From an optimization exercise on the open Yosys and OpenROAD flow, aimed at small area, a short achievable clock period and few clock cycles per item; shortcuts taken in it are not production practice.
Where RTL was checked, it was by simulation tests only, not by an equivalence proof against the original.
For run 1, only the layout was checked, not whether the RTL still works.

==> flow/design.v, too long to show whole: its modules and the start of the top module <==
// module mult32x32_fast: 1959 lines
// module mfa: 4 lines
// module mha: 4 lines
// module mpg: 4 lines
// module mgpa: 4 lines
// module mgpb: 4 lines
// module mga: 3 lines
// module mgb: 3 lines
// module mencm: 10 lines
// module mencm0: 9 lines
// module mmx: 3 lines
// module menc: 4 lines
// module mbpp: 3 lines
module mult32x32_fast (
    input logic clk,
    input logic reset,
    input logic start,
    input logic [31:0] a,
    input logic [31:0] b,
    output logic busy,
    output logic [63:0] product
);
  // ...
==> flow/flow/run.sh <==
#!/bin/bash
# Own layout flow: the standard synthesis and layout (standard.sh), with two changes:
#  - before floorplanning, every combinational cell of the synthesized netlist is set to
#    the smallest drive strength of its footprint (flow/resize.py); registers are untouched,
#    and the layout's repair steps size cells up again where needed;
#  - ports are buffered with buf_2 instead of the default port buffer.
# Each tool's output goes to a log file in this folder.
set -euo pipefail
R=orfs/results/sky130hd/mult32x32_fast/base
export BUFFER_PORTS_ARGS="-buffer_cell sky130_fd_sc_hd__buf_2"
bash standard.sh synth > synth.log 2>&1
python3 flow/resize.py "$FLOW_HOME/platforms/sky130hd/lib/sky130_fd_sc_hd__tt_025C_1v80.lib" $R/1_2_yosys.v > resize.log 2>&1
touch $R/1_2_yosys.v
bash standard.sh > layout.log 2>&1
==> flow/flow/resize.py <==
#!/usr/bin/env python3
"""Set every combinational cell of the synthesized netlist to the smallest cell of its
footprint (the same function and pins, the lowest drive strength). Flip-flops, latches and
tie cells are left as synthesis made them. The layout's own repair steps size cells up
again where slew, capacitance or timing need it.
usage: resize.py LIBERTY NETLIST"""
import re, sys, collections
lib, path = sys.argv[1], sys.argv[2]
area, foot, seq = {}, {}, set()
cur = None
for line in open(lib):
    m = re.search(r'^\s*cell\s*\(\s*"?(sky130_fd_sc_hd__\w+)"?\s*\)', line)
    if m:
        cur = m.group(1); continue
    if cur is None:
        continue
    m = re.search(r'^\s*area\s*:\s*([\d.]+)', line)
    if m: area[cur] = float(m.group(1))
    m = re.search(r'cell_footprint\s*:\s*"([^"]+)"', line)
    if m: foot[cur] = m.group(1)
    if re.search(r'^\s*(ff|latch|statetable)\s*\(', line): seq.add(cur)
best = {}
for c, f in foot.items():
    if c in seq or "lpflow" in c or "probe" in c or c not in area:
        continue
    if f not in best or area[c] < area[best[f]]:
        best[f] = c
text = open(path).read()
used = collections.Counter(re.findall(r'^\s*(sky130_fd_sc_hd__\w+)\s', text, re.M))
for c, n in sorted(used.items()):
    if c in seq or c not in foot or "conb" in c:
        continue
    b = best.get(foot[c])
    if b and b != c and area[b] < area[c]:
        text = re.sub(r'(^\s*)%s(\s)' % c, r'\g<1>%s\g<2>' % b, text, flags=re.M)
        print(f"{c} -> {b}: {n}")
open(path, "w").write(text)
==> flow/standard.sh <==
#!/bin/bash
# synth_recipe.tcl (not shown) runs the flow's synth.tcl, then flattens the netlist and writes it again
# the make line also repeats each setting of config.mk as NAME=value (left out here)
make -C /OpenROAD-flow-scripts/flow DESIGN_CONFIG=/design/flow/config.mk WORK_HOME=/design/flow/orfs CLKGATE_MAP_FILE= SYNTH_SCRIPT=/design/flow/synth_recipe.tcl "${@:-finish}"
==> flow/config.mk <==
export PLATFORM = sky130hd
export DESIGN_NAME = mult32x32_fast
export DESIGN_NICKNAME = mult32x32_fast
export VERILOG_FILES = /design/flow/design.v
export SDC_FILE = /design/flow/constraint.sdc
export NUM_CORES = 4
export LEC_CHECK = 0
export CAP_MARGIN = 20
export CORE_MARGIN = 2
export CORE_UTILIZATION = 40
export SETUP_SLACK_MARGIN = 2.5
export SLEW_MARGIN = 20
export SYNTH_HIERARCHICAL = 1
export SYNTH_MINIMUM_KEEP_SIZE = 0
export TNS_END_PERCENT = 0
==> flow/constraint.sdc <==
create_clock -name core_clock -period 10.0 [get_ports {clk}]
set_input_delay 2.0000 -clock core_clock [delete_from_list [all_inputs] [get_ports {clk}]]
set_output_delay 2.0000 -clock core_clock [all_outputs]
set_load 0.01 [all_outputs]
==> flow_metrics.py, run 1 <==
metrics = {
    "placed_design": {
        "place_inst": 2313,
        "dpl.hpwl_um": 44200,
        "gp_congestion": 0.946,
    },
    "critical_path": {
        "path_cells": "buf_2, xnor2_1, o21ai_1, a22oi_1, xnor2_1, fa_1, fa_1, fa_1, fa_1, fa_1, ha_1, a21oi_1, o21ai_0, a21oi_1, o21ai_0, a21oi_1, o21ai_2, a21oi_2, xnor2_1",
        "critPathLaunchType": "input port",
        "reg2reg_depth": 17,
        "critical_path.top_delay_family": "adder cells",
    },
    "global_routing": {
        "grt_max_degree": 78,
        "grt_pass1_wl_um": 88000,
        "antenna_found_initial": 1,
        "grt.overflow.total": 0,
    },
    "run_status": {
        "status": "timing/DRC/antenna clean",
    },
    "clock_tree": {
        "root_buffer": "clkbuf_16",
        "cts_buffers": 9,
    },
    "finish": {
        "nNonClkInverters": 38,
        "final_area_um2": 18700,
        "seq_share": 0.106,
        "design.seq.count": 66,
        "area_delta_synth_final_pct": 12.9,
    },
    "timing": {
        "setup_viol": 0,
        "max-slew-margin-rel": 0.249,
    },
    "floorplan": {
        "pin_count": 132,
        "dieArea_um2": 43000,
    },
    "route": {
        "firstDrtPassIters": 8,
    },
    "logic_synthesis": {
        "syn_inst": 1638,
    },
    "hold_path": {
        "holdPathEnd": "L[1]",
    },
}
==> run 2, diff against run 1 <==
--- a/flow/design.v
+++ b/flow/design.v
@@ -2,22 +2,24 @@
     input logic clk,
     input logic reset,
     input logic start,
     input logic [31:0] a,
     input logic [31:0] b,
     output logic busy,
     output logic [63:0] product
 );
-logic [47:0] H;
+wire [47:0] sum;
 logic [15:0] L;
 logic two;
 wire go = start & ~busy;
 wire [15:0] m = busy ? b[31:16] : b[15:0];
-wire [31:0] acc = busy ? H[47:16] : 32'd0;
+wire [31:0] acc = busy ? sum[47:16] : 32'd0;
+logic [47:0] hsr;
+logic [47:0] hcr;
 wire one0_0, two0_0, neg0_0;
 mencm0 ue0_0 (.s(busy), .l2(b[1]), .l1(b[0]), .h2(b[17]), .h1(b[16]), .one(one0_0), .two(two0_0), .neg(neg0_0));
 wire one0_1, two0_1, neg0_1;
 mencm0 ue0_1 (.s(busy), .l2(b[1]), .l1(b[0]), .h2(b[17]), .h1(b[16]), .one(one0_1), .two(two0_1), .neg(neg0_1));
 wire one0_2, two0_2, neg0_2;
 mencm0 ue0_2 (.s(busy), .l2(b[1]), .l1(b[0]), .h2(b[17]), .h1(b[16]), .one(one0_2), .two(two0_2), .neg(neg0_2));
 wire neg0 = neg0_0;
 wire pp0_0 = ((one0_0 & a[0]) | (two0_0 & 1'b0)) ^ neg0;
@@ -625,57 +627,57 @@
 wire pt25 = a[25] & mt3;
 wire pt26 = a[26] & mt3;
 wire pt27 = a[27] & mt3;
 wire pt28 = a[28] & mt3;
 wire pt29 = a[29] & mt3;
 wire pt30 = a[30] & mt3;
 wire pt31 = a[31] & mt3;
 wire s1, c2;
-mha us1 (.x(acc[0]), .y(neg0), .s(s1), .c(c2));
+mha us1 (.x(neg0), .y(acc[0]), .s(s1), .c(c2));
 wire s3, c4;
 mha us3 (.x(acc[1]), .y(c2), .s(s3), .c(c4));
 wire s5, c6;
-mfa us5 (.x(c4), .y(neg1), .z(acc[2]), .s(s5), .c(c6));
+mfa us5 (.x(pp0_2), .y(acc[2]), .z(neg1), .s(s5), .c(c6));
 wire s7, c8;
-mha us7 (.x(s5), .y(pp0_2), .s(s7), .c(c8));
+mha us7 (.x(pp1_0), .y(c4), .s(s7), .c(c8));
 wire s9, c10;
-mfa us9 (.x(pp0_3), .y(c6), .z(acc[3]), .s(s9), .c(c10));
+mfa us9 (.x(pp1_1), .y(pp0_3), .z(acc[3]), .s(s9), .c(c10));
 wire s11, c12;
-mha us11 (.x(pp1_1), .y(c8), .s(s11), .c(c12));
+mha us11 (.x(c8), .y(c6), .s(s11), .c(c12));
 wire s13, c14;
-mfa us13 (.x(pp0_4), .y(neg2), .z(acc[4]), .s(s13), .c(c14));
+mfa us13 (.x(pp0_4), .y(acc[4]), .z(neg2), .s(s13), .c(c14));
 wire s15, c16;
 mfa us15 (.x(c10), .y(pp2_0), .z(pp1_2), .s(s15), .c(c16));
 wire s17, c18;
-mha us17 (.x(c12), .y(s13), .s(s17), .c(c18));
+mha us17 (.x(s13), .y(c12), .s(s17), .c(c18));
 wire s19, c20;
 mfa us19 (.x(pp1_3), .y(pp0_5), .z(acc[5]), .s(s19), .c(c20));
 wire s21, c22;
 mfa us21 (.x(s19), .y(c14), .z(pp2_1), .s(s21), .c(c22));
 wire s23, c24;
-mha us23 (.x(c18), .y(c16), .s(s23), .c(c24));
+mha us23 (.x(c16), .y(c18), .s(s23), .c(c24));
 wire s25, c26;
-mfa us25 (.x(pp0_6), .y(neg3), .z(acc[6]), .s(s25), .c(c26));
+mfa us25 (.x(pp0_6), .y(acc[6]), .z(neg3), .s(s25), .c(c26));
 wire s27, c28;
 mfa us27 (.x(pp3_0), .y(pp2_2), .z(pp1_4), .s(s27), .c(c28));
 wire s29, c30;
 mfa us29 (.x(s27), .y(s25), .z(c20), .s(s29), .c(c30));
 wire s31, c32;
 mha us31 (.x(c22), .y(s29), .s(s31), .c(c32));
 wire s33, c34;
 mfa us33 (.x(pp1_5), .y(pp0_7), .z(acc[7]), .s(s33), .c(c34));
 wire s35, c36;
 mfa us35 (.x(c26), .y(pp3_1), .z(pp2_3), .s(s35), .c(c36));
 wire s37, c38;
 mfa us37 (.x(s35), .y(s33), .z(c28), .s(s37), .c(c38));
 wire s39, c40;
 mha us39 (.x(c30), .y(c32), .s(s39), .c(c40));
 wire s41, c42;
-mfa us41 (.x(pp0_8), .y(neg4), .z(acc[8]), .s(s41), .c(c42));
+mfa us41 (.x(pp0_8), .y(acc[8]), .z(neg4), .s(s41), .c(c42));
 wire s43, c44;
 mfa us43 (.x(pp3_2), .y(pp2_4), .z(pp1_6), .s(s43), .c(c44));
 wire s45, c46;
 mfa us45 (.x(s41), .y(c34), .z(pp4_0), .s(s45), .c(c46));
 wire s47, c48;
 mfa us47 (.x(s45), .y(c36), .z(s43), .s(s47), .c(c48));
 wire s49, c50;
 mha us49 (.x(c38), .y(c40), .s(s49), .c(c50));
@@ -685,17 +687,17 @@
 mfa us53 (.x(pp4_1), .y(pp3_3), .z(pp2_5), .s(s53), .c(c54));
 wire s55, c56;
 mfa us55 (.x(s51), .y(c44), .z(c42), .s(s55), .c(c56));
 wire s57, c58;
 mfa us57 (.x(s55), .y(c46), .z(s53), .s(s57), .c(c58));
 wire s59, c60;
 mha us59 (.x(c48), .y(s57), .s(s59), .c(c60));
 wire s61, c62;
-mfa us61 (.x(pp0_10), .y(neg5), .z(acc[10]), .s(s61), .c(c62));
+mfa us61 (.x(pp0_10), .y(acc[10]), .z(neg5), .s(s61), .c(c62));
 wire s63, c64;
 mfa us63 (.x(pp3_4), .y(pp2_6), .z(pp1_8), .s(s63), .c(c64));
 wire s65, c66;
 mfa us65 (.x(c52), .y(pp5_0), .z(pp4_2), .s(s65), .c(c66));
 wire s67, c68;
 mfa us67 (.x(s63), .y(s61), .z(c54), .s(s67), .c(c68));
 wire s69, c70;
 mfa us69 (.x(s67), .y(c56), .z(s65), .s(s69), .c(c70));
@@ -709,17 +711,17 @@
 mfa us77 (.x(c64), .y(c62), .z(pp5_1), .s(s77), .c(c78));
 wire s79, c80;
 mfa us79 (.x(c66), .y(s75), .z(s73), .s(s79), .c(c80));
 wire s81, c82;
 mfa us81 (.x(s79), .y(c68), .z(s77), .s(s81), .c(c82));
 wire s83, c84;
 mha us83 (.x(c70), .y(c72), .s(s83), .c(c84));
 wire s85, c86;
-mfa us85 (.x(pp0_12), .y(neg6), .z(acc[12]), .s(s85), .c(c86));
+mfa us85 (.x(pp0_12), .y(acc[12]), .z(neg6), .s(s85), .c(c86));
 wire s87, c88;
 mfa us87 (.x(pp3_6), .y(pp2_8), .z(pp1_10), .s(s87), .c(c88));
 wire s89, c90;
 mfa us89 (.x(pp6_0), .y(pp5_2), .z(pp4_4), .s(s89), .c(c90));
 wire s91, c92;
 mfa us91 (.x(s85), .y(c76), .z(c74), .s(s91), .c(c92));
 wire s93, c94;
 mfa us93 (.x(c78), .y(s89), .z(s87), .s(s93), .c(c94));
@@ -737,17 +739,17 @@
 mfa us105 (.x(s101), .y(c90), .z(c88), .s(s105), .c(c106));
 wire s107, c108;
 mfa us107 (.x(c92), .y(s103), .z(s99), .s(s107), .c(c108));
 wire s109, c110;
 mfa us109 (.x(s107), .y(c94), .z(s105), .s(s109), .c(c110));
 wire s111, c112;
 mha us111 (.x(c96), .y(s109), .s(s111), .c(c112));
 wire s113, c114;
-mfa us113 (.x(pp0_14), .y(neg7), .z(acc[14]), .s(s113), .c(c114));
+mfa us113 (.x(pp0_14), .y(acc[14]), .z(neg7), .s(s113), .c(c114));
 wire s115, c116;
 mfa us115 (.x(pp3_8), .y(pp2_10), .z(pp1_12), .s(s115), .c(c116));
 wire s117, c118;
 mfa us117 (.x(pp6_2), .y(pp5_4), .z(pp4_6), .s(s117), .c(c118));
 wire s119, c120;
 mfa us119 (.x(c102), .y(c100), .z(pp7_0), .s(s119), .c(c120));
 wire s121, c122;
 mfa us121 (.x(s117), .y(s115), .z(s113), .s(s121), .c(c122));
@@ -769,257 +771,257 @@
 mfa us137 (.x(s133), .y(s131), .z(s129), .s(s137), .c(c138));
 wire s139, c140;
 mfa us139 (.x(c122), .y(s135), .z(c120), .s(s139), .c(c140));
 wire s141, c142;
 mfa us141 (.x(s139), .y(c124), .z(s137), .s(s141), .c(c142));
 wire s143, c144;
 mha us143 (.x(c126), .y(s141), .s(s143), .c(c144));
 wire s145, c146;
-mfa us145 (.x(pp0_16), .y(pt0), .z(acc[16]), .s(s145), .c(c146));
+mfa us145 (.x(pp0_16), .y(acc[16]), .z(pt0), .s(s145), .c(c146));
 wire s147, c148;
 mfa us147 (.x(pp3_10), .y(pp2_12), .z(pp1_14), .s(s147), .c(c148));
 wire s149, c150;
 mfa us149 (.x(pp6_4), .y(pp5_6), .z(pp4_8), .s(s149), .c(c150));
 wire s151, c152;
 mfa us151 (.x(c132), .y(c130), .z(pp7_2), .s(s151), .c(c152));
 wire s153, c154;
 mfa us153 (.x(s147), .y(s145), .z(c134), .s(s153), .c(c154));
 wire s155, c156;
 mfa us155 (.x(s151), .y(c136), .z(s149), .s(s155), .c(c156));
 wire s157, c158;
 mfa us157 (.x(c140), .y(s153), .z(c138), .s(s157), .c(c158));
 wire s159, c160;
 mfa us159 (.x(s157), .y(c142), .z(s155), .s(s159), .c(c160));
 wire s161, c162;
-mfa us161 (.x(pp0_17), .y(pt1), .z(acc[17]), .s(s161), .c(c162));
+mfa us161 (.x(pp0_17), .y(acc[17]), .z(pt1), .s(s161), .c(c162));
 wire s163, c164;
 mfa us163 (.x(pp3_11), .y(pp2_13), .z(pp1_15), .s(s163), .c(c164));
 wire s165, c166;
 mfa us165 (.x(pp6_5), .y(pp5_7), .z(pp4_9), .s(s165), .c(c166));
 wire s167, c168;
 mfa us167 (.x(c148), .y(c146), .z(pp7_3), .s(s167), .c(c168));
 wire s169, c170;
 mfa us169 (.x(s163), .y(s161), .z(c150), .s(s169), .c(c170));
 wire s171, c172;
 mfa us171 (.x(s167), .y(c152), .z(s165), .s(s171), .c(c172));
 wire s173, c174;
 mfa us173 (.x(c156), .y(s169), .z(c154), .s(s173), .c(c174));
 wire s175, c176;
 mfa us175 (.x(s173), .y(c158), .z(s171), .s(s175), .c(c176));
 wire s177, c178;
-mfa us177 (.x(pp0_18), .y(pt2), .z(acc[18]), .s(s177), .c(c178));
+mfa us177 (.x(pp0_18), .y(acc[18]), .z(pt2), .s(s177), .c(c178));
 wire s179, c180;
 mfa us179 (.x(pp3_12), .y(pp2_14), .z(pp1_16), .s(s179), .c(c180));
 wire s181, c182;
 mfa us181 (.x(pp6_6), .y(pp5_8), .z(pp4_10), .s(s181), .c(c182));
 wire s183, c184;
 mfa us183 (.x(c164), .y(c162), .z(pp7_4), .s(s183), .c(c184));
 wire s185, c186;
 mfa us185 (.x(s179), .y(s177), .z(c166), .s(s185), .c(c186));
 wire s187, c188;
 mfa us187 (.x(s183), .y(c168), .z(s181), .s(s187), .c(c188));
 wire s189, c190;
 mfa us189 (.x(c172), .y(s185), .z(c170), .s(s189), .c(c190));
 wire s191, c192;
 mfa us191 (.x(s189), .y(c174), .z(s187), .s(s191), .c(c192));
 wire s193, c194;
-mfa us193 (.x(pp0_19), .y(pt3), .z(acc[19]), .s(s193), .c(c194));
+mfa us193 (.x(pp0_19), .y(acc[19]), .z(pt3), .s(s193), .c(c194));
 wire s195, c196;
 mfa us195 (.x(pp3_13), .y(pp2_15), .z(pp1_17), .s(s195), .c(c196));
 wire s197, c198;
 mfa us197 (.x(pp6_7), .y(pp5_9), .z(pp4_11), .s(s197), .c(c198));
 wire s199, c200;
 mfa us199 (.x(c180), .y(c178), .z(pp7_5), .s(s199), .c(c200));
 wire s201, c202;
 mfa us201 (.x(s195), .y(s193), .z(c182), .s(s201), .c(c202));
 wire s203, c204;
 mfa us203 (.x(s199), .y(c184), .z(s197), .s(s203), .c(c204));
 wire s205, c206;
 mfa us205 (.x(c188), .y(s201), .z(c186), .s(s205), .c(c206));
 wire s207, c208;
 mfa us207 (.x(s205), .y(c190), .z(s203), .s(s207), .c(c208));
 wire s209, c210;
-mfa us209 (.x(pp0_20), .y(pt4), .z(acc[20]), .s(s209), .c(c210));
+mfa us209 (.x(pp0_20), .y(acc[20]), .z(pt4), .s(s209), .c(c210));
 wire s211, c212;
 mfa us211 (.x(pp3_14), .y(pp2_16), .z(pp1_18), .s(s211), .c(c212));
 wire s213, c214;
 mfa us213 (.x(pp6_8), .y(pp5_10), .z(pp4_12), .s(s213), .c(c214));
 wire s215, c216;
 mfa us215 (.x(c196), .y(c194), .z(pp7_6), .s(s215), .c(c216));
 wire s217, c218;
 mfa us217 (.x(s211), .y(s209), .z(c198), .s(s217), .c(c218));
 wire s219, c220;
 mfa us219 (.x(s215), .y(c200), .z(s213), .s(s219), .c(c220));
 wire s221, c222;
 mfa us221 (.x(c204), .y(s217), .z(c202), .s(s221), .c(c222));
 wire s223, c224;
 mfa us223 (.x(s221), .y(c206), .z(s219), .s(s223), .c(c224));
 wire s225, c226;
-mfa us225 (.x(pp0_21), .y(pt5), .z(acc[21]), .s(s225), .c(c226));
+mfa us225 (.x(pp0_21), .y(acc[21]), .z(pt5), .s(s225), .c(c226));
 wire s227, c228;
 mfa us227 (.x(pp3_15), .y(pp2_17), .z(pp1_19), .s(s227), .c(c228));
 wire s229, c230;
 mfa us229 (.x(pp6_9), .y(pp5_11), .z(pp4_13), .s(s229), .c(c230));
 wire s231, c232;
 mfa us231 (.x(c212), .y(c210), .z(pp7_7), .s(s231), .c(c232));
 wire s233, c234;
 mfa us233 (.x(s227), .y(s225), .z(c214), .s(s233), .c(c234));
 wire s235, c236;
 mfa us235 (.x(s231), .y(c216), .z(s229), .s(s235), .c(c236));
 wire s237, c238;
 mfa us237 (.x(c220), .y(s233), .z(c218), .s(s237), .c(c238));
 wire s239, c240;
 mfa us239 (.x(s237), .y(c222), .z(s235), .s(s239), .c(c240));
 wire s241, c242;
-mfa us241 (.x(pp0_22), .y(pt6), .z(acc[22]), .s(s241), .c(c242));
+mfa us241 (.x(pp0_22), .y(acc[22]), .z(pt6), .s(s241), .c(c242));
 wire s243, c244;
 mfa us243 (.x(pp3_16), .y(pp2_18), .z(pp1_20), .s(s243), .c(c244));
 wire s245, c246;
 mfa us245 (.x(pp6_10), .y(pp5_12), .z(pp4_14), .s(s245), .c(c246));
 wire s247, c248;
 mfa us247 (.x(c228), .y(c226), .z(pp7_8), .s(s247), .c(c248));
 wire s249, c250;
 mfa us249 (.x(s243), .y(s241), .z(c230), .s(s249), .c(c250));
 wire s251, c252;
 mfa us251 (.x(s247), .y(c232), .z(s245), .s(s251), .c(c252));
 wire s253, c254;
 mfa us253 (.x(c236), .y(s249), .z(c234), .s(s253), .c(c254));
 wire s255, c256;
 mfa us255 (.x(s253), .y(c238), .z(s251), .s(s255), .c(c256));
 wire s257, c258;
-mfa us257 (.x(pp0_23), .y(pt7), .z(acc[23]), .s(s257), .c(c258));
+mfa us257 (.x(pp0_23), .y(acc[23]), .z(pt7), .s(s257), .c(c258));
 wire s259, c260;
 mfa us259 (.x(pp3_17), .y(pp2_19), .z(pp1_21), .s(s259), .c(c260));
 wire s261, c262;
 mfa us261 (.x(pp6_11), .y(pp5_13), .z(pp4_15), .s(s261), .c(c262));
 wire s263, c264;
 mfa us263 (.x(c244), .y(c242), .z(pp7_9), .s(s263), .c(c264));
 wire s265, c266;
 mfa us265 (.x(s259), .y(s257), .z(c246), .s(s265), .c(c266));
 wire s267, c268;
 mfa us267 (.x(s263), .y(c248), .z(s261), .s(s267), .c(c268));
 wire s269, c270;
 mfa us269 (.x(c252), .y(s265), .z(c250), .s(s269), .c(c270));
 wire s271, c272;
 mfa us271 (.x(s269), .y(c254), .z(s267), .s(s271), .c(c272));
 wire s273, c274;
-mfa us273 (.x(pp0_24), .y(pt8), .z(acc[24]), .s(s273), .c(c274));
+mfa us273 (.x(pp0_24), .y(acc[24]), .z(pt8), .s(s273), .c(c274));
 wire s275, c276;
 mfa us275 (.x(pp3_18), .y(pp2_20), .z(pp1_22), .s(s275), .c(c276));
 wire s277, c278;
 mfa us277 (.x(pp6_12), .y(pp5_14), .z(pp4_16), .s(s277), .c(c278));
 wire s279, c280;
 mfa us279 (.x(c260), .y(c258), .z(pp7_10), .s(s279), .c(c280));
 wire s281, c282;
 mfa us281 (.x(s275), .y(s273), .z(c262), .s(s281), .c(c282));
 wire s283, c284;
 mfa us283 (.x(s279), .y(c264), .z(s277), .s(s283), .c(c284));
 wire s285, c286;
 mfa us285 (.x(c268), .y(s281), .z(c266), .s(s285), .c(c286));
 wire s287, c288;
 mfa us287 (.x(s285), .y(c270), .z(s283), .s(s287), .c(c288));
 wire s289, c290;
-mfa us289 (.x(pp0_25), .y(pt9), .z(acc[25]), .s(s289), .c(c290));
+mfa us289 (.x(pp0_25), .y(acc[25]), .z(pt9), .s(s289), .c(c290));
 wire s291, c292;
 mfa us291 (.x(pp3_19), .y(pp2_21), .z(pp1_23), .s(s291), .c(c292));
 wire s293, c294;
 mfa us293 (.x(pp6_13), .y(pp5_15), .z(pp4_17), .s(s293), .c(c294));
 wire s295, c296;
 mfa us295 (.x(c276), .y(c274), .z(pp7_11), .s(s295), .c(c296));
 wire s297, c298;
 mfa us297 (.x(s291), .y(s289), .z(c278), .s(s297), .c(c298));
 wire s299, c300;
 mfa us299 (.x(s295), .y(c280), .z(s293), .s(s299), .c(c300));
 wire s301, c302;
 mfa us301 (.x(c284), .y(s297), .z(c282), .s(s301), .c(c302));
 wire s303, c304;
 mfa us303 (.x(s301), .y(c286), .z(s299), .s(s303), .c(c304));
 wire s305, c306;
-mfa us305 (.x(pp0_26), .y(pt10), .z(acc[26]), .s(s305), .c(c306));
+mfa us305 (.x(pp0_26), .y(acc[26]), .z(pt10), .s(s305), .c(c306));
 wire s307, c308;
 mfa us307 (.x(pp3_20), .y(pp2_22), .z(pp1_24), .s(s307), .c(c308));
 wire s309, c310;
 mfa us309 (.x(pp6_14), .y(pp5_16), .z(pp4_18), .s(s309), .c(c310));
 wire s311, c312;
 mfa us311 (.x(c292), .y(c290), .z(pp7_12), .s(s311), .c(c312));
 wire s313, c314;
 mfa us313 (.x(s307), .y(s305), .z(c294), .s(s313), .c(c314));
 wire s315, c316;
 mfa us315 (.x(s311), .y(c296), .z(s309), .s(s315), .c(c316));
 wire s317, c318;
 mfa us317 (.x(c300), .y(s313), .z(c298), .s(s317), .c(c318));
 wire s319, c320;
 mfa us319 (.x(s317), .y(c302), .z(s315), .s(s319), .c(c320));
 wire s321, c322;
-mfa us321 (.x(pp0_27), .y(pt11), .z(acc[27]), .s(s321), .c(c322));
+mfa us321 (.x(pp0_27), .y(acc[27]), .z(pt11), .s(s321), .c(c322));
 wire s323, c324;
 mfa us323 (.x(pp3_21), .y(pp2_23), .z(pp1_25), .s(s323), .c(c324));
 wire s325, c326;
 mfa us325 (.x(pp6_15), .y(pp5_17), .z(pp4_19), .s(s325), .c(c326));
 wire s327, c328;
 mfa us327 (.x(c308), .y(c306), .z(pp7_13), .s(s327), .c(c328));
 wire s329, c330;
 mfa us329 (.x(s323), .y(s321), .z(c310), .s(s329), .c(c330));
 wire s331, c332;
 mfa us331 (.x(s327), .y(c312), .z(s325), .s(s331), .c(c332));
 wire s333, c334;
 mfa us333 (.x(c316), .y(s329), .z(c314), .s(s333), .c(c334));
 wire s335, c336;
 mfa us335 (.x(s333), .y(c318), .z(s331), .s(s335), .c(c336));
 wire s337, c338;
-mfa us337 (.x(pp0_28), .y(pt12), .z(acc[28]), .s(s337), .c(c338));
+mfa us337 (.x(pp0_28), .y(acc[28]), .z(pt12), .s(s337), .c(c338));
 wire s339, c340;
 mfa us339 (.x(pp3_22), .y(pp2_24), .z(pp1_26), .s(s339), .c(c340));
 wire s341, c342;
 mfa us341 (.x(pp6_16), .y(pp5_18), .z(pp4_20), .s(s341), .c(c342));
 wire s343, c344;
 mfa us343 (.x(c324), .y(c322), .z(pp7_14), .s(s343), .c(c344));
 wire s345, c346;
 mfa us345 (.x(s339), .y(s337), .z(c326), .s(s345), .c(c346));
 wire s347, c348;
 mfa us347 (.x(s343), .y(c328), .z(s341), .s(s347), .c(c348));
 wire s349, c350;
 mfa us349 (.x(c332), .y(s345), .z(c330), .s(s349), .c(c350));
 wire s351, c352;
 mfa us351 (.x(s349), .y(c334), .z(s347), .s(s351), .c(c352));
 wire s353, c354;
-mfa us353 (.x(pp0_29), .y(pt13), .z(acc[29]), .s(s353), .c(c354));
+mfa us353 (.x(pp0_29), .y(acc[29]), .z(pt13), .s(s353), .c(c354));
 wire s355, c356;
 mfa us355 (.x(pp3_23), .y(pp2_25), .z(pp1_27), .s(s355), .c(c356));
 wire s357, c358;
 mfa us357 (.x(pp6_17), .y(pp5_19), .z(pp4_21), .s(s357), .c(c358));
 wire s359, c360;
 mfa us359 (.x(c340), .y(c338), .z(pp7_15), .s(s359), .c(c360));
 wire s361, c362;
 mfa us361 (.x(s355), .y(s353), .z(c342), .s(s361), .c(c362));
 wire s363, c364;
 mfa us363 (.x(s359), .y(c344), .z(s357), .s(s363), .c(c364));
 wire s365, c366;
 mfa us365 (.x(c348), .y(s361), .z(c346), .s(s365), .c(c366));
 wire s367, c368;
 mfa us367 (.x(s365), .y(c350), .z(s363), .s(s367), .c(c368));
 wire s369, c370;
-mfa us369 (.x(pp0_30), .y(pt14), .z(acc[30]), .s(s369), .c(c370));
+mfa us369 (.x(pp0_30), .y(acc[30]), .z(pt14), .s(s369), .c(c370));
 wire s371, c372;
 mfa us371 (.x(pp3_24), .y(pp2_26), .z(pp1_28), .s(s371), .c(c372));
 wire s373, c374;
 mfa us373 (.x(pp6_18), .y(pp5_20), .z(pp4_22), .s(s373), .c(c374));
 wire s375, c376;
 mfa us375 (.x(c356), .y(c354), .z(pp7_16), .s(s375), .c(c376));
 wire s377, c378;
 mfa us377 (.x(s371), .y(s369), .z(c358), .s(s377), .c(c378));
 wire s379, c380;
 mfa us379 (.x(s375), .y(c360), .z(s373), .s(s379), .c(c380));
 wire s381, c382;
 mfa us381 (.x(c364), .y(s377), .z(c362), .s(s381), .c(c382));
 wire s383, c384;
 mfa us383 (.x(s381), .y(c366), .z(s379), .s(s383), .c(c384));
 wire s385, c386;
-mfa us385 (.x(pp0_31), .y(pt15), .z(acc[31]), .s(s385), .c(c386));
+mfa us385 (.x(pp0_31), .y(acc[31]), .z(pt15), .s(s385), .c(c386));
 wire s387, c388;
 mfa us387 (.x(pp3_25), .y(pp2_27), .z(pp1_29), .s(s387), .c(c388));
 wire s389, c390;
 mfa us389 (.x(pp6_19), .y(pp5_21), .z(pp4_23), .s(s389), .c(c390));
 wire s391, c392;
 mfa us391 (.x(c372), .y(c370), .z(pp7_17), .s(s391), .c(c392));
 wire s393, c394;
 mfa us393 (.x(s387), .y(s385), .z(c374), .s(s393), .c(c394));
@@ -1182,114 +1184,114 @@
 wire s551, c552;
 mfa us551 (.x(c546), .y(s549), .z(c544), .s(s551), .c(c552));
 wire s553 = ~(pp7_32 ^ pt30);
 wire c554 = pp7_32 | pt30;
 wire s555, c556;
 mha us555 (.x(c550), .y(s553), .s(s555), .c(c556));
 wire s557, c558;
 mfa us557 (.x(c554), .y(pt31), .z(sn7), .s(s557), .c(c558));
-wire [47:0] ra = {c556, s555, c548, s547, c536, s535, c520, s519, c500, s499, c476, s475, c448, s447, c416, s415, c384, c368, c352, c336, c320, c304, c288, c272, c256, c240, c224, c208, c192, c176, c160, c144, c128, c112, c98, c84, s81, c60, c50, s47, s37, c24, s21, s17, s9, pp1_0, s3, s1};
-wire [47:0] rb = {s557, c552, s551, c542, s541, c528, s527, c510, s509, c488, s487, c462, s461, c432, s431, c400, s399, s383, s367, s351, s335, s319, s303, s287, s271, s255, s239, s223, s207, s191, s175, s159, s143, s127, s111, s97, s83, s71, s59, s49, s39, s31, s23, s15, s11, s7, pp0_1, pp0_0};
+wire [47:0] ra = {c556, s555, c548, s547, c536, s535, c520, s519, c500, s499, c476, s475, c448, s447, c416, s415, c384, c368, c352, c336, c320, c304, c288, c272, c256, c240, c224, c208, c192, c176, c160, c144, c128, c112, c98, c84, s81, c60, c50, s47, s37, c24, s21, s15, s9, s7, pp0_1, s1};
+wire [47:0] rb = {s557, c552, s551, c542, s541, c528, s527, c510, s509, c488, s487, c462, s461, c432, s431, c400, s399, s383, s367, s351, s335, s319, s303, s287, s271, s255, s239, s223, s207, s191, s175, s159, s143, s127, s111, s97, s83, s71, s59, s49, s39, s31, s23, s17, s11, s5, s3, pp0_0};
 wire ag0, ap0;
-mpg upg0 (.x(ra[0]), .y(rb[0]), .g(ag0), .p(ap0));
+mpg upg0 (.x(hsr[0]), .y(hcr[0]), .g(ag0), .p(ap0));
 wire ag1, ap1;
-mpg upg1 (.x(ra[1]), .y(rb[1]), .g(ag1), .p(ap1));
+mpg upg1 (.x(hsr[1]), .y(hcr[1]), .g(ag1), .p(ap1));
 wire ag2, ap2;
-mpg upg2 (.x(ra[2]), .y(rb[2]), .g(ag2), .p(ap2));
+mpg upg2 (.x(hsr[2]), .y(hcr[2]), .g(ag2), .p(ap2));
 wire ag3, ap3;
-mpg upg3 (.x(ra[3]), .y(rb[3]), .g(ag3), .p(ap3));
+mpg upg3 (.x(hsr[3]), .y(hcr[3]), .g(ag3), .p(ap3));
 wire ag4, ap4;
-mpg upg4 (.x(ra[4]), .y(rb[4]), .g(ag4), .p(ap4));
+mpg upg4 (.x(hsr[4]), .y(hcr[4]), .g(ag4), .p(ap4));
 wire ag5, ap5;
-mpg upg5 (.x(ra[5]), .y(rb[5]), .g(ag5), .p(ap5));
+mpg upg5 (.x(hsr[5]), .y(hcr[5]), .g(ag5), .p(ap5));
 wire ag6, ap6;
-mpg upg6 (.x(ra[6]), .y(rb[6]), .g(ag6), .p(ap6));
+mpg upg6 (.x(hsr[6]), .y(hcr[6]), .g(ag6), .p(ap6));
 wire ag7, ap7;
-mpg upg7 (.x(ra[7]), .y(rb[7]), .g(ag7), .p(ap7));
+mpg upg7 (.x(hsr[7]), .y(hcr[7]), .g(ag7), .p(ap7));
 wire ag8, ap8;
-mpg upg8 (.x(ra[8]), .y(rb[8]), .g(ag8), .p(ap8));
+mpg upg8 (.x(hsr[8]), .y(hcr[8]), .g(ag8), .p(ap8));
 wire ag9, ap9;
-mpg upg9 (.x(ra[9]), .y(rb[9]), .g(ag9), .p(ap9));
+mpg upg9 (.x(hsr[9]), .y(hcr[9]), .g(ag9), .p(ap9));
 wire ag10, ap10;
-mpg upg10 (.x(ra[10]), .y(rb[10]), .g(ag10), .p(ap10));
+mpg upg10 (.x(hsr[10]), .y(hcr[10]), .g(ag10), .p(ap10));
 wire ag11, ap11;
-mpg upg11 (.x(ra[11]), .y(rb[11]), .g(ag11), .p(ap11));
+mpg upg11 (.x(hsr[11]), .y(hcr[11]), .g(ag11), .p(ap11));
 wire ag12, ap12;
-mpg upg12 (.x(ra[12]), .y(rb[12]), .g(ag12), .p(ap12));
+mpg upg12 (.x(hsr[12]), .y(hcr[12]), .g(ag12), .p(ap12));
 wire ag13, ap13;
-mpg upg13 (.x(ra[13]), .y(rb[13]), .g(ag13), .p(ap13));
+mpg upg13 (.x(hsr[13]), .y(hcr[13]), .g(ag13), .p(ap13));
 wire ag14, ap14;
-mpg upg14 (.x(ra[14]), .y(rb[14]), .g(ag14), .p(ap14));
+mpg upg14 (.x(hsr[14]), .y(hcr[14]), .g(ag14), .p(ap14));
 wire ag15, ap15;
-mpg upg15 (.x(ra[15]), .y(rb[15]), .g(ag15), .p(ap15));
+mpg upg15 (.x(hsr[15]), .y(hcr[15]), .g(ag15), .p(ap15));
 wire ag16, ap16;
-mpg upg16 (.x(ra[16]), .y(rb[16]), .g(ag16), .p(ap16));
+mpg upg16 (.x(hsr[16]), .y(hcr[16]), .g(ag16), .p(ap16));
 wire ag17, ap17;
-mpg upg17 (.x(ra[17]), .y(rb[17]), .g(ag17), .p(ap17));
+mpg upg17 (.x(hsr[17]), .y(hcr[17]), .g(ag17), .p(ap17));
 wire ag18, ap18;
-mpg upg18 (.x(ra[18]), .y(rb[18]), .g(ag18), .p(ap18));
+mpg upg18 (.x(hsr[18]), .y(hcr[18]), .g(ag18), .p(ap18));
 wire ag19, ap19;
-mpg upg19 (.x(ra[19]), .y(rb[19]), .g(ag19), .p(ap19));
+mpg upg19 (.x(hsr[19]), .y(hcr[19]), .g(ag19), .p(ap19));
 wire ag20, ap20;
-mpg upg20 (.x(ra[20]), .y(rb[20]), .g(ag20), .p(ap20));
+mpg upg20 (.x(hsr[20]), .y(hcr[20]), .g(ag20), .p(ap20));
 wire ag21, ap21;
-mpg upg21 (.x(ra[21]), .y(rb[21]), .g(ag21), .p(ap21));
+mpg upg21 (.x(hsr[21]), .y(hcr[21]), .g(ag21), .p(ap21));
 wire ag22, ap22;
-mpg upg22 (.x(ra[22]), .y(rb[22]), .g(ag22), .p(ap22));
+mpg upg22 (.x(hsr[22]), .y(hcr[22]), .g(ag22), .p(ap22));
 wire ag23, ap23;
-mpg upg23 (.x(ra[23]), .y(rb[23]), .g(ag23), .p(ap23));
+mpg upg23 (.x(hsr[23]), .y(hcr[23]), .g(ag23), .p(ap23));
 wire ag24, ap24;
-mpg upg24 (.x(ra[24]), .y(rb[24]), .g(ag24), .p(ap24));
+mpg upg24 (.x(hsr[24]), .y(hcr[24]), .g(ag24), .p(ap24));
 wire ag25, ap25;
-mpg upg25 (.x(ra[25]), .y(rb[25]), .g(ag25), .p(ap25));
+mpg upg25 (.x(hsr[25]), .y(hcr[25]), .g(ag25), .p(ap25));
 wire ag26, ap26;
-mpg upg26 (.x(ra[26]), .y(rb[26]), .g(ag26), .p(ap26));
+mpg upg26 (.x(hsr[26]), .y(hcr[26]), .g(ag26), .p(ap26));
 wire ag27, ap27;
-mpg upg27 (.x(ra[27]), .y(rb[27]), .g(ag27), .p(ap27));
+mpg upg27 (.x(hsr[27]), .y(hcr[27]), .g(ag27), .p(ap27));
 wire ag28, ap28;
-mpg upg28 (.x(ra[28]), .y(rb[28]), .g(ag28), .p(ap28));
+mpg upg28 (.x(hsr[28]), .y(hcr[28]), .g(ag28), .p(ap28));
 wire ag29, ap29;
-mpg upg29 (.x(ra[29]), .y(rb[29]), .g(ag29), .p(ap29));
+mpg upg29 (.x(hsr[29]), .y(hcr[29]), .g(ag29), .p(ap29));
 wire ag30, ap30;
-mpg upg30 (.x(ra[30]), .y(rb[30]), .g(ag30), .p(ap30));
+mpg upg30 (.x(hsr[30]), .y(hcr[30]), .g(ag30), .p(ap30));
 wire ag31, ap31;
-mpg upg31 (.x(ra[31]), .y(rb[31]), .g(ag31), .p(ap31));
+mpg upg31 (.x(hsr[31]), .y(hcr[31]), .g(ag31), .p(ap31));
 wire ag32, ap32;
-mpg upg32 (.x(ra[32]), .y(rb[32]), .g(ag32), .p(ap32));
+mpg upg32 (.x(hsr[32]), .y(hcr[32]), .g(ag32), .p(ap32));
 wire ag33, ap33;
-mpg upg33 (.x(ra[33]), .y(rb[33]), .g(ag33), .p(ap33));
+mpg upg33 (.x(hsr[33]), .y(hcr[33]), .g(ag33), .p(ap33));
 wire ag34, ap34;
-mpg upg34 (.x(ra[34]), .y(rb[34]), .g(ag34), .p(ap34));
+mpg upg34 (.x(hsr[34]), .y(hcr[34]), .g(ag34), .p(ap34));
 wire ag35, ap35;
-mpg upg35 (.x(ra[35]), .y(rb[35]), .g(ag35), .p(ap35));
+mpg upg35 (.x(hsr[35]), .y(hcr[35]), .g(ag35), .p(ap35));
 wire ag36, ap36;
-mpg upg36 (.x(ra[36]), .y(rb[36]), .g(ag36), .p(ap36));
+mpg upg36 (.x(hsr[36]), .y(hcr[36]), .g(ag36), .p(ap36));
 wire ag37, ap37;
-mpg upg37 (.x(ra[37]), .y(rb[37]), .g(ag37), .p(ap37));
+mpg upg37 (.x(hsr[37]), .y(hcr[37]), .g(ag37), .p(ap37));
 wire ag38, ap38;
-mpg upg38 (.x(ra[38]), .y(rb[38]), .g(ag38), .p(ap38));
+mpg upg38 (.x(hsr[38]), .y(hcr[38]), .g(ag38), .p(ap38));
 wire ag39, ap39;
-mpg upg39 (.x(ra[39]), .y(rb[39]), .g(ag39), .p(ap39));
+mpg upg39 (.x(hsr[39]), .y(hcr[39]), .g(ag39), .p(ap39));
 wire ag40, ap40;
-mpg upg40 (.x(ra[40]), .y(rb[40]), .g(ag40), .p(ap40));
+mpg upg40 (.x(hsr[40]), .y(hcr[40]), .g(ag40), .p(ap40));
 wire ag41, ap41;
-mpg upg41 (.x(ra[41]), .y(rb[41]), .g(ag41), .p(ap41));
+mpg upg41 (.x(hsr[41]), .y(hcr[41]), .g(ag41), .p(ap41));
 wire ag42, ap42;
-mpg upg42 (.x(ra[42]), .y(rb[42]), .g(ag42), .p(ap42));
+mpg upg42 (.x(hsr[42]), .y(hcr[42]), .g(ag42), .p(ap42));
 wire ag43, ap43;
-mpg upg43 (.x(ra[43]), .y(rb[43]), .g(ag43), .p(ap43));
+mpg upg43 (.x(hsr[43]), .y(hcr[43]), .g(ag43), .p(ap43));
 wire ag44, ap44;
-mpg upg44 (.x(ra[44]), .y(rb[44]), .g(ag44), .p(ap44));
+mpg upg44 (.x(hsr[44]), .y(hcr[44]), .g(ag44), .p(ap44));
 wire ag45, ap45;
-mpg upg45 (.x(ra[45]), .y(rb[45]), .g(ag45), .p(ap45));
+mpg upg45 (.x(hsr[45]), .y(hcr[45]), .g(ag45), .p(ap45));
 wire ag46, ap46;
-mpg upg46 (.x(ra[46]), .y(rb[46]), .g(ag46), .p(ap46));
+mpg upg46 (.x(hsr[46]), .y(hcr[46]), .g(ag46), .p(ap46));
 wire ag47, ap47;
-mpg upg47 (.x(ra[47]), .y(rb[47]), .g(ag47), .p(ap47));
+mpg upg47 (.x(hsr[47]), .y(hcr[47]), .g(ag47), .p(ap47));
 wire g1_0 = ~ag0;
 wire g1_1;
 mga ug1_1 (.gi(ag1), .pi(ap1), .gj(ag0), .g(g1_1));
 wire g1_2 = ~ag2;
 wire p1_2 = ~ap2;
 wire g1_3, p1_3;
 mgpa ugp1_3 (.gi(ag3), .pi(ap3), .gj(ag2), .pj(ap2), .g(g1_3), .p(p1_3));
 wire g1_4 = ~ag4;
@@ -1890,17 +1892,16 @@
 mga ug7_42 (.gi(g6_42), .pi(p6_42), .gj(g6_41), .g(g7_42));
 wire g7_43 = ~g6_43;
 wire g7_44;
 mga ug7_44 (.gi(g6_44), .pi(p6_44), .gj(g6_43), .g(g7_44));
 wire g7_45 = ~g6_45;
 wire g7_46;
 mga ug7_46 (.gi(g6_46), .pi(p6_46), .gj(g6_45), .g(g7_46));
 wire g7_47 = ~g6_47;
-wire [47:0] sum;
 assign sum[0] = ap0 ^ 1'b0;
 assign sum[1] = ap1 ^ ~g7_0;
 assign sum[2] = ap2 ^ ~g7_1;
 assign sum[3] = ap3 ^ ~g7_2;
 assign sum[4] = ap4 ^ ~g7_3;
 assign sum[5] = ap5 ^ ~g7_4;
 assign sum[6] = ap6 ^ ~g7_5;
 assign sum[7] = ap7 ^ ~g7_6;
@@ -1945,22 +1946,23 @@
 assign sum[46] = ap46 ^ ~g7_45;
 assign sum[47] = ap47 ^ ~g7_46;
 always_ff @(posedge clk, posedge reset) begin
 	if (reset) busy <= 1'b0;
 	else busy <= go & (b[31:16] != 16'd0);
 end
 always_ff @(posedge clk) begin
 	if (go | busy) begin
-		H <= sum;
+		hsr <= {c556, s555, c548, s547, c536, s535, c520, s519, c500, s499, c476, s475, c448, s447, c416, s415, c384, c368, c352, c336, c320, c304, c288, c272, c256, c240, c224, c208, c192, c176, c160, c144, c128, c112, c98, c84, s81, c60, c50, s47, s37, c24, s21, s15, s9, s7, pp0_1, s1};
+		hcr <= {s557, c552, s551, c542, s541, c528, s527, c510, s509, c488, s487, c462, s461, c432, s431, c400, s399, s383, s367, s351, s335, s319, s303, s287, s271, s255, s239, s223, s207, s191, s175, s159, s143, s127, s111, s97, s83, s71, s59, s49, s39, s31, s23, s17, s11, s5, s3, pp0_0};
 		two <= busy;
 	end
-	if (busy) L <= H[15:0];
+	if (busy) L <= sum[15:0];
 end
-assign product = two ? {H, L} : {16'd0, H};
+assign product = two ? {sum, L} : {16'd0, sum};
 endmodule
 module mfa (input logic x, input logic y, input logic z, output logic s, output logic c);
 	assign s = x ^ y ^ z;
 	assign c = (x & y) | (x & z) | (y & z);
 endmodule
 module mha (input logic x, input logic y, output logic s, output logic c);
 	assign s = x ^ y;
 	assign c = x & y;
--- a/flow/flow/run.sh
+++ b/flow/flow/run.sh
@@ -3,12 +3,13 @@
 #  - before floorplanning, every combinational cell of the synthesized netlist is set to
 #    the smallest drive strength of its footprint (flow/resize.py); registers are untouched,
 #    and the layout's repair steps size cells up again where needed;
 #  - ports are buffered with buf_2 instead of the default port buffer.
 # Each tool's output goes to a log file in this folder.
 set -euo pipefail
 R=orfs/results/sky130hd/mult32x32_fast/base
 export BUFFER_PORTS_ARGS="-buffer_cell sky130_fd_sc_hd__buf_2"
+export SKIP_INCREMENTAL_REPAIR=1
 bash standard.sh synth > synth.log 2>&1
 python3 flow/resize.py "$FLOW_HOME/platforms/sky130hd/lib/sky130_fd_sc_hd__tt_025C_1v80.lib" $R/1_2_yosys.v > resize.log 2>&1
 touch $R/1_2_yosys.v
 bash standard.sh > layout.log 2>&1
==> flow/flow/resize.py (replaced) <==
#!/usr/bin/env python3
"""Size the combinational cells of the synthesized netlist by the fanout they drive:
each cell gets the variant of its footprint (same function and pins) whose drive suits its
fanout: the smallest for a fanout up to FO1, drive 2 up to FO2, else drive 4.
Flip-flops, latches and tie cells are left as synthesis made them. The layout's own repair
steps size cells again where slew, capacitance or timing need it.
usage: resize.py LIBERTY NETLIST [FO1 FO2]"""
import re, sys, collections
lib, path = sys.argv[1], sys.argv[2]
FO1 = int(sys.argv[3]) if len(sys.argv) > 3 else 5
FO2 = int(sys.argv[4]) if len(sys.argv) > 4 else 12
area, foot, seq, outs = {}, {}, set(), collections.defaultdict(set)
cur = None; pin = None
for line in open(lib):
    m = re.search(r'^\s*cell\s*\(\s*"?(sky130_fd_sc_hd__\w+)"?\s*\)', line)
    if m:
        cur = m.group(1); pin = None; continue
    if cur is None:
        continue
    m = re.search(r'^\s*area\s*:\s*([\d.]+)', line)
    if m: area[cur] = float(m.group(1))
    m = re.search(r'cell_footprint\s*:\s*"([^"]+)"', line)
    if m: foot[cur] = m.group(1)
    if re.search(r'^\s*(ff|latch|statetable)\s*\(', line): seq.add(cur)
    m = re.search(r'^\s*pin\s*\(\s*"?(\w+)"?\s*\)', line)
    if m: pin = m.group(1)
    if pin and re.search(r'direction\s*:\s*"?output', line): outs[cur].add(pin)
fam = collections.defaultdict(list)
for c, f in foot.items():
    if c in seq or "lpflow" in c or "probe" in c or c not in area:
        continue
    fam[f].append(c)
def strength(c):
    m = re.search(r'_(\d+)$', c)
    return int(m.group(1)) if m else 1
for f in fam:
    fam[f].sort(key=lambda c: (strength(c), area[c]))
text = open(path).read()
inst_re = re.compile(r'^(\s*)(sky130_fd_sc_hd__\w+)(\s+)(\S+)(\s*\((.*?)\);)', re.M | re.S)
insts = []
fanout = collections.Counter()
for m in inst_re.finditer(text):
    cell = m.group(2)
    conns = re.findall(r'\.(\w+)\(([^()]*)\)', m.group(6))
    o = [n.strip() for p, n in conns if p in outs.get(cell, ())]
    for p, n in conns:
        if p not in outs.get(cell, ()):
            fanout[n.strip()] += 1
    insts.append((m.start(2), m.end(2), cell, o))
out = []
last = 0
changes = collections.Counter()
for s, e, cell, o in insts:
    new = cell
    if cell not in seq and cell in foot and "conb" not in cell and foot[cell] in fam:
        fo = max([fanout[n] for n in o] + [0])
        want = 0 if fo <= FO1 else (2 if fo <= FO2 else 4)
        vs = fam[foot[cell]]
        ok = [v for v in vs if strength(v) >= want] or [vs[-1]]
        # the smallest area that gives the drive; among equal areas the strongest
        new = min(ok, key=lambda v: (area[v], -strength(v)))
    out.append(text[last:s]); out.append(new); last = e
    if new != cell: changes[(cell, new)] += 1
out.append(text[last:])
open(path, "w").write("".join(out))
for (a, b), n in sorted(changes.items()):
    print(f"{a} -> {b}: {n}")
==> flow/config.mk (replaced) <==
export PLATFORM = sky130hd
export DESIGN_NAME = mult32x32_fast
export DESIGN_NICKNAME = mult32x32_fast
export VERILOG_FILES = /design/flow/design.v
export SDC_FILE = /design/flow/constraint.sdc
export NUM_CORES = 4
export LEC_CHECK = 0
export CAP_MARGIN = 20
export CORE_MARGIN = 2
export CORE_UTILIZATION = 40
export CTS_BUF_LIST = sky130_fd_sc_hd__clkbuf_4 sky130_fd_sc_hd__clkbuf_8
export SETUP_SLACK_MARGIN = 4.8
export SLEW_MARGIN = 20
export SYNTH_HIERARCHICAL = 1
export SYNTH_MINIMUM_KEEP_SIZE = 0
export TNS_END_PERCENT = 0
==> flow_metrics.py, run 2 <==
metrics = {
    "run_status": {
        "status": "timing/DRC/antenna clean",
    },
    "finish": {
        "nets": 2266,
        "drive_gt1_frac": 0.194,
        "final_area_um2": 20500,
        "diodes": 0,
        "finalNonFillerCells": 2485,
        "area_delta_synth_final_pct": 13.0,
        "utilization": 0.456,
        "reg_top3": "hcr: 48 flops, hsr: 48 flops, L: 16 flops",
        "layout_commonest_cell": "xnor2_1",
        "final_cell_mix": "296 x xnor2_1, 248 x a22oi_1, 237 x fa_1",
    },
    "logic_synthesis": {
        "syn_area_per_cell_um2": 10.6,
        "syn_nets": 2108,
        "yosys_warnings": 7,
        "synth_area_um2": 18200,
        "syn_inst": 1714,
    },
    "placed_design": {
        "place_inst": 2437,
        "port_buffers": 131,
        "dpl.hpwl_um": 47300,
        "gp_congestion": 0.941,
        "dpl_cell_area_um2": 19700,
    },
    "timing": {
        "worstMarginPinSlew_ns": 1.08,
        "maxSlewViolCount": 0,
        "finalCriticalPeriod_ns": 5.48,
        "tns_ns": 0,
        "max-slew-margin-rel": 0.280,
        "finalCritPeriodShare": 0.548,
        "setup_viol": 0,
        "skew_ns": 0.0290,
        "hold_viol": 0,
        "fmax_mhz": 183,
    },
    "floorplan": {
        "pin_count": 132,
        "die_w_um": 217,
        "die_h_um": 217,
        "dieArea_um2": 47200,
        "start_util": 0.403,
        "core_area_um2": 45100,
        "rows": 78,
    },
    "global_routing": {
        "antenna_found_initial": 0,
        "grt_pass1_wl_um": 93100,
        "use_met3": 0.0442,
        "use_met1": 0.362,
        "track_usage": 0.263,
        "grtUsageMet2": 0.427,
        "grt_max_degree": 86,
        "grt.overflow.total": 0,
        "grt_pass1_vias": 14733,
        "busiest_layer": "met2",
    },
    "critical_path": {
        "crit_required_ns": 10.19,
        "critPathCaptureType": "flip-flop",
        "path_cells": "buf_4, xnor2_1, o21ai_2, a22oi_1, xnor2_1, fa_2, fa_1, fa_1, fa_1, fa_1",
        "critPathLaunchType": "input port",
        "slowest_stage": "o21ai_2",
        "worstPathArrival_ns": 5.67,
        "slowest_delay_ns": 0.65,
        "critical_path.top_delay_family": "adder cells",
        "cpMostUsedCell": "fa_1",
        "crit_type": "in -> reg",
        "path_buf_inv": 1,
        "crit_fanout": 18,
    },
    "clock_tree": {
        "post-cts-setup-buffer-count": 15,
        "clkLatencyLatePin_ns": 0.47,
        "h-tree-depth": 4,
        "cts_max_path_buffers": 2,
        "cts_tree": "yes",
        "cts_hold_buf": 0,
        "root_buffer": "clkbuf_8",
        "cts_buffers": 17,
        "clkTransAtPathRegs_ns": 0.07,
        "clock_sinks": 114,
        "cts_resized": 50,
    },
    "hold_path": {
        "min_path_type": "reg -> reg",
    },
    "route": {
        "drc_errors": 0,
        "firstDrtPassIters": 6,
        "drt_iter0_drc": 1447,
        "postRouteAntennaNets": 0,
        "viasPerCell": 5.92,
        "drt-total-wl_um": 61800,
        "wire_per_inst_um": 24.9,
        "vias": 14700,
    },
    "run": {
        "drv_cap": 0,
    },
}
==> run 2: path summary, 6_finish.rpt <==
path,slack (ns),from,cells past startpoint,endpoint
max,4.52,b[7],10,hcr[17]
min,0.61,hsr[0],1,L[0]
max reg2reg,4.56,hcr[21],14,hcr[29]
min reg2reg,0.61,hsr[0],1,L[0]
max in group asynchronous,8.55,reset,2,busy
min in group asynchronous,1.35,reset,2,busy
==> run 2: area by class of cell <==
| class | count | area (um2) |
|---|---|---|
| timing repair buffer | 151 | 891 |
| clock buffer | 17 | 234 |
| multi-input combinational | 1533 | 14900 |
| sequential | 114 | 3420 |
| clock inverter | 15 | 159 |
| tap | 600 | 751 |
| inverter | 55 | 206 |
| fill | 4346 | 24500 |
==> run 2: through the flow <==
step	setup WS, ns	hold WS (ns)
2_1_floorplan	4.62	0.548
3_3_place_gp	3.85	0.607
3_5_place_dp	3.82	0.593
4_1_cts	4.61	0.617
5_1_grt	4.30	0.653
6_report	4.52	0.615
==> run 2: worst reg2reg max path: stages, from the launching register on <==
cell and delay (ns):
edfxtp_1 0.41, ha_1 0.37, a21oi_1 0.26, o21ai_1 0.16, a21oi_1 0.27, o21ai_1 0.16
a21oi_1 0.15, o21ai_1 0.13, xnor2_1 0.66, nor2_1 0.18, fa_1 0.53, fa_1 0.48
fa_1 0.48, fa_1 0.52, fa_1 0.42
==> run 2: metal layers <==
layer,up-vias,part of all wire
li1,6497,-
met1,7472,0.42
met2,657,0.47
met3,74,0.081
met4,0,0.026
met5,-,0
Testbench counts of run 2, summed over its fixed seeds: cycles 4,794, items 3,200.
==> run 3, diff against run 2 <==
--- a/flow/flow/run.sh
+++ b/flow/flow/run.sh
@@ -8,7 +8,6 @@
 set -euo pipefail
 R=orfs/results/sky130hd/mult32x32_fast/base
 export BUFFER_PORTS_ARGS="-buffer_cell sky130_fd_sc_hd__buf_2"
-export SKIP_INCREMENTAL_REPAIR=1
 bash standard.sh synth > synth.log 2>&1
 python3 flow/resize.py "$FLOW_HOME/platforms/sky130hd/lib/sky130_fd_sc_hd__tt_025C_1v80.lib" $R/1_2_yosys.v > resize.log 2>&1
 touch $R/1_2_yosys.v
==> flow_metrics.py, run 3 <==
metrics = {
    "clock_tree": {
        "clkLatencyLatePin_ns": 0.47,
        "cts_max_path_buffers": 2,
        "clock_sinks": 114,
        "h-tree-depth": 4,
        "root_buffer": "clkbuf_8",
        "cts_tree": "yes",
        "cts_hold_buf": 0,
        "cts_buffers": 17,
        "clkTransAtPathRegs_ns": 0.07,
    },
    "route": {
        "drc_errors": 0,
        "firstDrtPassIters": 6,
        "drt-total-wl_um": 63500,
        "vias": 15035,
        "postRouteAntennaNets": 0,
        "viasPerCell": 5.92,
        "drt_iter0_drc": 1422,
        "wire_per_inst_um": 25.0,
    },
    "timing": {
        "max-slew-margin-rel": 0.460,
        "skew_ns": 0.0318,
        "finalCriticalPeriod_ns": 5.32,
        "fmax_mhz": 188,
        "rsz0062_at_grt": "true",
        "setup_viol": 0,
        "timing.hold.ws_ns": 0.615,
        "fin_ws_ns": 4.68,
        "hold_viol": 0,
        "finalCritPeriodShare": 0.532,
        "worstMarginPinSlew_ns": 0.810,
        "maxSlewViolCount": 0,
        "tns_ns": 0,
    },
    "hold_path": {
        "min_from": "hsr[0]",
        "min_path_type": "reg -> reg",
    },
    "floorplan": {
        "pin_count": 132,
        "core_area_um2": 45100,
        "start_util": 0.403,
        "rows": 78,
        "dieArea_um2": 47200,
        "die_w_um": 217,
        "die_h_um": 217,
    },
    "logic_synthesis": {
        "syn_inst": 1714,
        "syn_nets": 2108,
        "yosys_warnings": 7,
        "synth_area_um2": 18200,
        "syn_area_per_cell_um2": 10.6,
    },
    "placed_design": {
        "port_buffers": 131,
        "dpl_cell_area_um2": 19700,
        "dpl_worst_slack_ns": 3.82,
        "place_inst": 2437,
        "dpl.hpwl_um": 47300,
        "gp_congestion": 0.941,
    },
    "run_status": {
        "status": "timing/DRC/antenna clean",
    },
    "run": {
        "drv_cap": 0,
    },
    "critical_path": {
        "timing.rr.start": "hsr[3]",
        "worstPathArrival_ns": 5.50,
        "crit_required_ns": 10.18,
        "critPathCaptureType": "flip-flop",
        "crit_path_start": "b[17]",
        "critPathLaunchType": "input port",
        "crit_type": "in -> reg",
        "crit_fanout": 13,
    },
    "finish": {
        "final_area_um2": 22000,
        "drive_gt1_frac": 0.287,
        "area_delta_synth_final_pct": 21.1,
        "seqCellArea_um2": 3420,
        "finalNonFillerCells": 2540,
        "final_cell_mix": "287 x xnor2_1, 220 x a22oi_1, 194 x fa_1",
        "utilization": 0.488,
        "diodes": 0,
        "reg_top3": "hcr: 48 flops, hsr: 48 flops, L: 16 flops",
        "layout_commonest_cell": "xnor2_1",
        "multiInputGateArea_um2": 15700,
        "nets": 2321,
        "nFillCells": 4197,
    },
    "global_routing": {
        "busiest_layer": "met2",
        "use_met3": 0.0442,
        "grt_pass1_wl_um": 93100,
        "grt.overflow.total": 0,
        "grt_max_degree": 86,
        "grt_pass1_vias": 14733,
        "track_usage": 0.263,
        "antenna_found_initial": 1,
        "use_met1": 0.362,
        "grtUsageMet2": 0.427,
    },
}
-- run 3: routing by layer --
| layer | vias to the layer above | wire length, um |
|---|---|---|
| met5 | - | 0 |
| met4 | 0 | 2100 |
| met3 | 104 | 4850 |
| met2 | 701 | 29600 |
| met1 | 7623 | 26900 |
| li1 | 6607 | - |
-- run 3: area by class of cell --
cell class | instances | share of cell area
flip-flops and latches | 114 | 0.155
multi-input cells | 1535 | 0.712
well taps | 600 | 0.0341
clock buffers | 17 | 0.0106
inverters | 55 | 0.00938
repair buffers | 204 | 0.0711
clock inverters | 15 | 0.00722
-- run 3: worst paths after layout --
path | end | slack [ns] | cells past startpoint
max | hcr[33] | 4.68 | 11
min | L[0] | 0.62 | 1
min in group asynchronous | busy | 1.35 | 2
max in group asynchronous | busy | 8.55 | 2
min reg2reg | L[0] | 0.62 | 1
max reg2reg | hcr[22] | 4.85 | 16
-- run 3: repair_timing --
| item | in CTS | in global routing |
|---|---|---|
| resized for setup | 50 | 202 |
| endpoints found under the hold margin | 0 | 0 |
| cloned | 1 | 4 |
| endpoints found under the setup margin | 116 | 103 |
| setup buffers | 15 | 50 |
| pin swaps | 7 | 60 |
-- run 3: worst max-delay path: stages --
cell,delay [ns]
buf_4,0.17
nor2_2,0.15
nand2_2,0.14
a31oi_4,0.38
a22oi_1,0.14
xnor2_1,0.29
fa_2,0.50
fa_2,0.35
fa_2,0.35
fa_1,0.47
fa_2,0.53
==> run 4, diff against run 3 <==
--- a/flow/flow/run.sh
+++ b/flow/flow/run.sh
@@ -8,6 +8,7 @@
 set -euo pipefail
 R=orfs/results/sky130hd/mult32x32_fast/base
 export BUFFER_PORTS_ARGS="-buffer_cell sky130_fd_sc_hd__buf_2"
+export RECOVER_POWER=100
 bash standard.sh synth > synth.log 2>&1
 python3 flow/resize.py "$FLOW_HOME/platforms/sky130hd/lib/sky130_fd_sc_hd__tt_025C_1v80.lib" $R/1_2_yosys.v > resize.log 2>&1
 touch $R/1_2_yosys.v
==> flow_metrics.py, run 4 <==
metrics = {
    "run_status": {
        "status": "complete, but fails checks",
        "so_faults": "max-capacitance violations, max-slew violations",
    },
    "timing": {
        "maxSlewViolCount": 105,
        "worstMarginPinSlew_ns": 3.00,
        "finalCriticalPeriod_ns": 6.98,
        "fmax_mhz": 143,
        "rsz0062_at_grt": "true",
        "skew_ns": 0.0326,
        "tns_ns": 0,
        "max-slew-margin-rel": -0.999,
        "hold_viol": 0,
        "finalCritPeriodShare": 0.698,
        "setup_viol": 0,
    },
    "floorplan": {
        "die_w_um": 217,
        "rows": 78,
        "start_util": 0.403,
        "die_h_um": 217,
        "pin_count": 132,
        "core_area_um2": 45100,
        "dieArea_um2": 47200,
    },
    "logic_synthesis": {
        "synth_area_um2": 18200,
        "yosys_warnings": 7,
        "syn_inst": 1714,
        "syn_nets": 2108,
        "syn_area_per_cell_um2": 10.6,
    },
    "global_routing": {
        "grt_pass1_vias": 14733,
        "grt_max_degree": 86,
        "track_usage": 0.263,
        "grt.overflow.total": 0,
        "grt_pass1_wl_um": 93100,
        "antenna_found_initial": 1,
    },
    "clock_tree": {
        "h-tree-depth": 4,
        "root_buffer": "clkbuf_8",
        "cts_buffers": 17,
        "clkTransAtPathRegs_ns": 0.07,
        "cts_max_path_buffers": 2,
        "cts_tree": "yes",
        "clock_sinks": 114,
        "clkLatencyLatePin_ns": 0.47,
        "cts_hold_buf": 0,
    },
    "critical_path": {
        "path_cells": "clkbuf_1, inv_1, nor2_1, clkbuf_1",
        "crit_path_start": "two",
        "critPathLaunchType": "flip-flop",
        "crit_end": "product[49]",
        "crit_required_ns": 8.00,
        "r2r_setup_slack_ns": 3.19,
        "critical_path.top_delay_family": "buffers and inverters",
        "cpMostUsedCell": "clkbuf_1",
        "timing.rr.start": "busy",
        "worstPathArrival_ns": 4.98,
        "crit_type": "reg -> out",
        "path_buf_inv": 3,
        "slowest_delay_ns": 2.11,
        "reg2reg_depth": 9,
        "worstReg2RegEnd": "hcr[16]",
        "crit_fanout": 53,
        "slowest_stage": "clkbuf_1",
        "cp.depth": 4,
        "critPathCaptureType": "output pin",
    },
    "finish": {
        "utilization": 0.483,
        "reg_top3": "hcr: 48 flops, hsr: 48 flops, L: 16 flops",
        "nets": 2321,
        "final_cell_mix": "287 x xnor2_1, 220 x a22oi_1, 209 x fa_1",
        "finalNonFillerCells": 2541,
        "drive_gt1_frac": 0.236,
        "layout_commonest_cell": "xnor2_1",
        "nFillCells": 4249,
        "area_delta_synth_final_pct": 19.7,
    },
    "route": {
        "viasPerCell": 5.89,
        "vias": 14971,
        "drt_iter0_drc": 1455,
        "drt-total-wl_um": 63500,
        "drc_errors": 0,
        "wire_per_inst_um": 25.0,
        "postRouteAntennaNets": 0,
        "firstDrtPassIters": 5,
    },
    "placed_design": {
        "port_buffers": 131,
        "gp_congestion": 0.941,
        "place_inst": 2437,
        "dpl.hpwl_um": 47300,
    },
    "run": {
        "drv_cap": 4,
    },
    "hold_path": {
        "min_path_type": "reg -> reg",
    },
}
-- run 4: how the worst min path moves through the flow --
stage | end | cells after the start | startpoint
finish | L[0] | 1 | hsr[0]
global route | L[0] | 1 | hsr[0]
CTS | L[0] | 1 | hsr[0]
detailed placement | L[0] | 1 | hsr[0]
global placement | L[0] | 1 | hsr[0]
floorplan | L[0] | 1 | hsr[0]
-- run 4: final cells by class --
class                      count  area, um2  share of cell area
timing repair buffer         204       1500              0.0687
clock buffer                  17        234              0.0107
antenna                        1       2.50            0.000115
inverter                      55        206             0.00948
multi-input combinational   1535      15500               0.712
tap                          600        751              0.0345
clock inverter                15        159             0.00730
sequential                   114       3420               0.157
-- run 4: metrics by stage --
step           hold slack, ns  setup WS [ns]  cell area, um2
2_1_floorplan           0.548           4.62           18300
3_3_place_gp            0.607           3.85           19700
3_5_place_dp            0.593           3.82           19700
4_1_cts                 0.617           4.61           20500
5_1_grt                 0.653           2.70           21800
6_report                0.609           3.02           21800
-- run 4: metal layers --
| layer | vias to the layer above | track usage | share of wire |
|---|---|---|---|
| met4 | 0 | 0.0749 | 0.031 |
| met1 | 7576 | 0.362 | 0.43 |
| li1 | 6611 | - | - |
| met5 | - | 0 | 0 |
| met3 | 93 | 0.0442 | 0.075 |
| met2 | 691 | 0.427 | 0.47 |
-- run 4: timing repair --
action                     4_1_cts  5_1_grt
setup buffers                   15       50
setup endpoints to repair      116      103
gates cloned                     1        4
gates resized for setup         50      202
pin swaps                        7       60

## what the ideal ports hide
The flow's constraints put no driver on any port. The routed layouts listed below were extracted and timed again, unchanged, in two steps.
Step 1 (the two cells are an assumption about what drives the block):
set clk [get_ports {clk}]
set_driving_cell -lib_cell sky130_fd_sc_hd__clkbuf_16 $clk
set_driving_cell -lib_cell sky130_fd_sc_hd__buf_2 [delete_from_list [all_inputs] $clk]
Step 2 also shifts input and output timing later by t, the mid clock arrival at the registers, as if the neighbouring blocks saw the same clock.
Slacks: ideal / step 1 / step 2; pairs: ideal / step 1.
| run | t, ns | setup WS [ns] | clock arrival spread, ns | slew at the worst register clock pin (ns) | cell pins on the clock port's net |
|---|---|---|---|---|---|
| run 1 | 0.382 | 2.642 / 2.665 / 2.283 | 0.010 / 0.010 | 0.07 / 0.07 | 1 |
| run 2 | 0.504 | 4.521 / 4.531 / 4.039 | 0.029 / 0.029 | 0.10 / 0.10 | 1 |
| run 3 | 0.502 | 4.677 / 4.629 / 4.127 | 0.032 / 0.032 | 0.10 / 0.10 | 1 |
| run 4 | 0.504 | 3.021 / 2.973 / 3.056 | 0.032 / 0.033 | 0.11 / 0.11 | 1 |
The setup slack of run 3, which loses most, moves by -0.048 ns with the drivers and by -0.550 ns with both steps.
